From an optimization exercise on the open Yosys and OpenROAD flow, aimed at small area and a short achievable clock period; shortcuts taken in it are not production practice. Only simulation tests tie the RTL to the original design; equivalence was not proved. Power figures rest on the tool's default switching activity, not on a simulated workload.

run A:
## mproc
module mproc (input wire clk, reset, input wire [15:0] d_in, output wire [6:0] addr, output wire [15:0] d_out);
  reg pa, pb, pc_;           
  reg [15:0] ir;             
  reg op0;                   
  reg carry;
  reg [6:0] pc;
  reg [15:0] opa, opb;
  reg [71:0] pp;             
  always @(posedge clk) begin
    pa  <= reset | pc_;
    pb  <= ~reset & pa;
    pc_ <= ~reset & pb;
  end
  always @(posedge clk) ir <= d_in;
  always @(posedge clk)
    if (reset) op0 <= 1'b0;
    else if (pb) op0 <= d_in[9];
  wire ld = ir[15];
  wire is_alu = (ir[15:12] == 4'b0000);
  wire wr = ld | is_alu;
  wire [2:0] rd = ir[8:6];
  wire [2:0] op = {ir[11:10], op0};
  wire [15:0] r_sum, r_and, r_or, r_xor, r_shl, r_shr, mul;
  wire cout;
  alu alu_0 (op, opa, opb, r_sum, r_and, r_or, r_xor, r_shl, r_shr, cout);
  mul_tree mul_0 (pp, {opb[15], opb[13], opb[11], opb[9], opb[7], opb[5], opb[3], opb[1]}, mul);
  always @(posedge clk) carry <= cout;
  wire exe = pc_ & ~reset;
  wire xa = exe & is_alu;
  wire s_ld  = exe & ld;
  wire s_add = xa & (op[2:1] == 2'd0);
  wire s_and = xa & (op == 3'd2);
  ...
export LEC_CHECK = 0
export ABC_AREA = 1
export CAP_MARGIN = 20
export CORE_MARGIN = 2
export CORE_UTILIZATION = 40
export SETUP_SLACK_MARGIN = 5
export SLEW_MARGIN = 20
create_clock -name core_clock -period 10.0 [get_ports {clk}]
standard.sh (not shown) runs the stock make flow with config.mk's settings and CLKGATE_MAP_FILE= SYNTH_SCRIPT=/design/flow/synth_recipe.tcl, a recipe that flattens the netlist after the stock synthesis.
==> flow/flow/run.sh <==
#!/bin/bash
set -euo pipefail
MARGIN=6.35
sed -e "s/SETUP_SLACK_MARGIN=[0-9.]*/SETUP_SLACK_MARGIN=$MARGIN/" \
    -e "s|CLKGATE_MAP_FILE= |CLKGATE_MAP_FILE= 'BUFFER_PORTS_ARGS=-buffer_cell sky130_fd_sc_hd__buf_2' |" \
    standard.sh > my_standard.sh
bash my_standard.sh > layout.log 2>&1
Run A | stages: all done | timing, DRC, antenna: all pass
Inputs modified between run A and run B:
# run A
export LEC_CHECK = 0
export ABC_AREA = 1
export CAP_MARGIN = 20
export CORE_MARGIN = 2
export CORE_UTILIZATION = 40
export SETUP_SLACK_MARGIN = 5
export SLEW_MARGIN = 20
create_clock -name core_clock -period 10.0 [get_ports {clk}]
# run B
export LEC_CHECK = 0
export ABC_AREA = 1
export CAP_MARGIN = 20
export CORE_MARGIN = 2
export CORE_UTILIZATION = 40
export CTS_BUF_LIST = sky130_fd_sc_hd__clkbuf_8
export CTS_CLUSTER_SIZE = 16
export SETUP_SLACK_MARGIN = 5
export SLEW_MARGIN = 20
create_clock -name core_clock -period 10.0 [get_ports {clk}]
-- flow/flow/run.sh --
<<< run A, line 2
set -euo pipefail
MARGIN=6.35
sed -e "s/SETUP_SLACK_MARGIN=[0-9.]*/SETUP_SLACK_MARGIN=$MARGIN/" \
>>> run B, line 2
set -euo pipefail
MARGIN=6.0
sed -e "s/SETUP_SLACK_MARGIN=[0-9.]*/SETUP_SLACK_MARGIN=$MARGIN/" \
--- outcome ---
Diff run B..run A | compound-cell area share of the yosys netlist | unchanged. The final weighted congestion in routability-driven placement was comparable across run A and run B. Comparing run B against run A, there is no change at all in cell area after synthesis. Overall power of the completed layout, run B vs run A: down by a few percent. Delta(count of fill cells added during filler insertion, run B - run A) > 0. Re flip-flop and latch count: no difference whatsoever between run B and run A. Run B — part of the cycle the worst path needs 0.85 points higher, run A as reference. Run comparison: run A cell type of the slowest stage on the worst timing path sky130_fd_sc_hd__fa_1; run B cell type of the slowest stage on the worst timing path sky130_fd_sc_hd__nand2_1. From run A to run B the numbers moved as follows: total via count in the routed design down 0.40%, summed area of non-filler cells in the final layout down 630 sq um, instance count after placement with tap cells included flat.
### run B -> run C
# run B
export LEC_CHECK = 0
export ABC_AREA = 1
export CAP_MARGIN = 20
export CORE_MARGIN = 2
export CORE_UTILIZATION = 40
export CTS_BUF_LIST = sky130_fd_sc_hd__clkbuf_8
export CTS_CLUSTER_SIZE = 16
export SETUP_SLACK_MARGIN = 5
export SLEW_MARGIN = 20
create_clock -name core_clock -period 10.0 [get_ports {clk}]
# run C
export LEC_CHECK = 0
export ABC_AREA = 1
export CAP_MARGIN = 20
export CORE_MARGIN = 2
export CORE_UTILIZATION = 40
export CTS_BUF_LIST = sky130_fd_sc_hd__clkbuf_8
export CTS_CLUSTER_SIZE = 16
export PLACE_DENSITY = 0.75
export SETUP_SLACK_MARGIN = 5
export SLEW_MARGIN = 20
create_clock -name core_clock -period 10.0 [get_ports {clk}]
-- flow/flow/run.sh --
<<< run B, line 2
set -euo pipefail
MARGIN=6.0
sed -e "s/SETUP_SLACK_MARGIN=[0-9.]*/SETUP_SLACK_MARGIN=$MARGIN/" \
>>> run C, line 2
set -euo pipefail
MARGIN=6.35
sed -e "s/SETUP_SLACK_MARGIN=[0-9.]*/SETUP_SLACK_MARGIN=$MARGIN/" \
Power attributed to combinational cells, run B and run C, higher one = run C. Between run B and run C, post-layout instance area is lower for run B, run C comes in above that. Looking at launching instance or port of the critical path, the d_in[3] result is from run B; the pp[12] one comes from run C. Final clock period utilization by the worst path down 0.72 points in run C wrt run B. On sum of internal, switching and leakage power: run C sits above run B. Going from run B to run C, routed wire length has decreased, ratio of cells with drive above 1 in the final layout has increased, clock period minus worst slack has decreased. Against run B, run C comes in about 300% higher on post-cts sizing count. In run C the wire length per cell turned out 0.59 um lower than in run B. A start-to-end type of the worst setup path of register to register is what run C shows, while primary input to register belongs to run B. Run C: growth of design area from synthesis to finish 4.4 points above run B. The higher number of filler instances in the final layout of run B and run C is in run B.
What run D does differently from run C at the input level:
# run C
export LEC_CHECK = 0
export ABC_AREA = 1
export CAP_MARGIN = 20
export CORE_MARGIN = 2
export CORE_UTILIZATION = 40
export CTS_BUF_LIST = sky130_fd_sc_hd__clkbuf_8
export CTS_CLUSTER_SIZE = 16
export PLACE_DENSITY = 0.75
export SETUP_SLACK_MARGIN = 5
export SLEW_MARGIN = 20
create_clock -name core_clock -period 10.0 [get_ports {clk}]
# run D
export LEC_CHECK = 0
export ABC_AREA = 1
export CAP_MARGIN = 0
export CORE_MARGIN = 2
export CORE_UTILIZATION = 40
export CTS_BUF_LIST = sky130_fd_sc_hd__clkbuf_8
export CTS_CLUSTER_SIZE = 16
export SETUP_SLACK_MARGIN = 5
export SLEW_MARGIN = 0
create_clock -name core_clock -period 10.0 [get_ports {clk}]
-- flow/flow/run.sh --
<<< run C, line 2
set -euo pipefail
MARGIN=6.35
sed -e "s/SETUP_SLACK_MARGIN=[0-9.]*/SETUP_SLACK_MARGIN=$MARGIN/" \
>>> run D, line 2
set -euo pipefail
MARGIN=6.2
sed -e "s/SETUP_SLACK_MARGIN=[0-9.]*/SETUP_SLACK_MARGIN=$MARGIN/" \
==> summary.txt <==
Run D finished every step from synthesis to the final layout, and the layout passed the timing, DRC and antenna checks. On quantity of gates resized following cts, the higher figure sits with run C, not run D. Run D has number of nets in the final layout below what run C had. Min final setup skew across run C and run D: run D. Between run C and run D, the relative contribution of combinational cells to total power is higher for run C. Between run C and run D, the sequential share of layout area is lower for run C. From run D to run C, number of buffers added on ports did not move at all. Ratio of cells with drive above 1 in the final layout: run D vs run C down 3.5 points.
--- input diff run D..run E ---
# run D
export LEC_CHECK = 0
export ABC_AREA = 1
export CAP_MARGIN = 0
export CORE_MARGIN = 2
export CORE_UTILIZATION = 40
export CTS_BUF_LIST = sky130_fd_sc_hd__clkbuf_8
export CTS_CLUSTER_SIZE = 16
export SETUP_SLACK_MARGIN = 5
export SLEW_MARGIN = 0
create_clock -name core_clock -period 10.0 [get_ports {clk}]
# run E
export LEC_CHECK = 0
export ABC_AREA = 1
export CAP_MARGIN = 20
export CORE_MARGIN = 2
export CORE_UTILIZATION = 40
export CTS_BUF_LIST = sky130_fd_sc_hd__clkbuf_8
export CTS_CLUSTER_SIZE = 16
export GPL_ROUTABILITY_DRIVEN = 0
export SETUP_SLACK_MARGIN = 5
export SLEW_MARGIN = 20
create_clock -name core_clock -period 10.0 [get_ports {clk}]
-- flow/flow/run.sh --
<<< run D, line 2
set -euo pipefail
MARGIN=6.2
sed -e "s/SETUP_SLACK_MARGIN=[0-9.]*/SETUP_SLACK_MARGIN=$MARGIN/" \
>>> run E, line 2
set -euo pipefail
MARGIN=6.35
sed -e "s/SETUP_SLACK_MARGIN=[0-9.]*/SETUP_SLACK_MARGIN=$MARGIN/" \
## What came out
- Area growth from synthesis to final layout: run E vs run D up 3.5 points
- Run E ended with more final cell count than run D.
- Sort run D and run E by clock network latency to the later pin of the worst-skew pair desc -> top: run E
- Share of flip-flops with an asynchronous set or reset after synthesis essentially unchanged between run E and run D.

[static timing again, ports no longer ideal]
Ports are ideal in the flow. The routed layouts listed here were re-timed in OpenROAD.
Step 1: set_driving_cell puts a clkbuf_16 on clk and a buf_2 on each other input, an assumption about the parent block.
Step 2 also shifts input and output timing later by t, the mid clock arrival at the registers, as if the neighbouring blocks saw the same clock.
Three values: ideal ports, drivers, drivers and shift; two values: the first two.
run | shift t [ns] | slack for setup (ns) | worst slew at a driven data input, ns | pins driven straight from the clock port
run A | 0.605 | 6.069 / 6.069 / 5.800 | 0.03 | 1
run B | 0.665 | 5.984 / 6.009 / 5.344 | 0.05 | 1
run C | 0.601 | 6.056 / 6.056 / 5.769 | 0.04 | 1
run D | 0.643 | 6.051 / 6.051 / 5.534 | 0.03 | 1
run E | 0.657 | 6.047 / 6.047 / 5.711 | 0.03 | 1
After both steps setup and hold are still met in every run listed. The setup slack of run B, which loses most, moves by +0.025 ns with the drivers and by -0.640 ns with both steps.
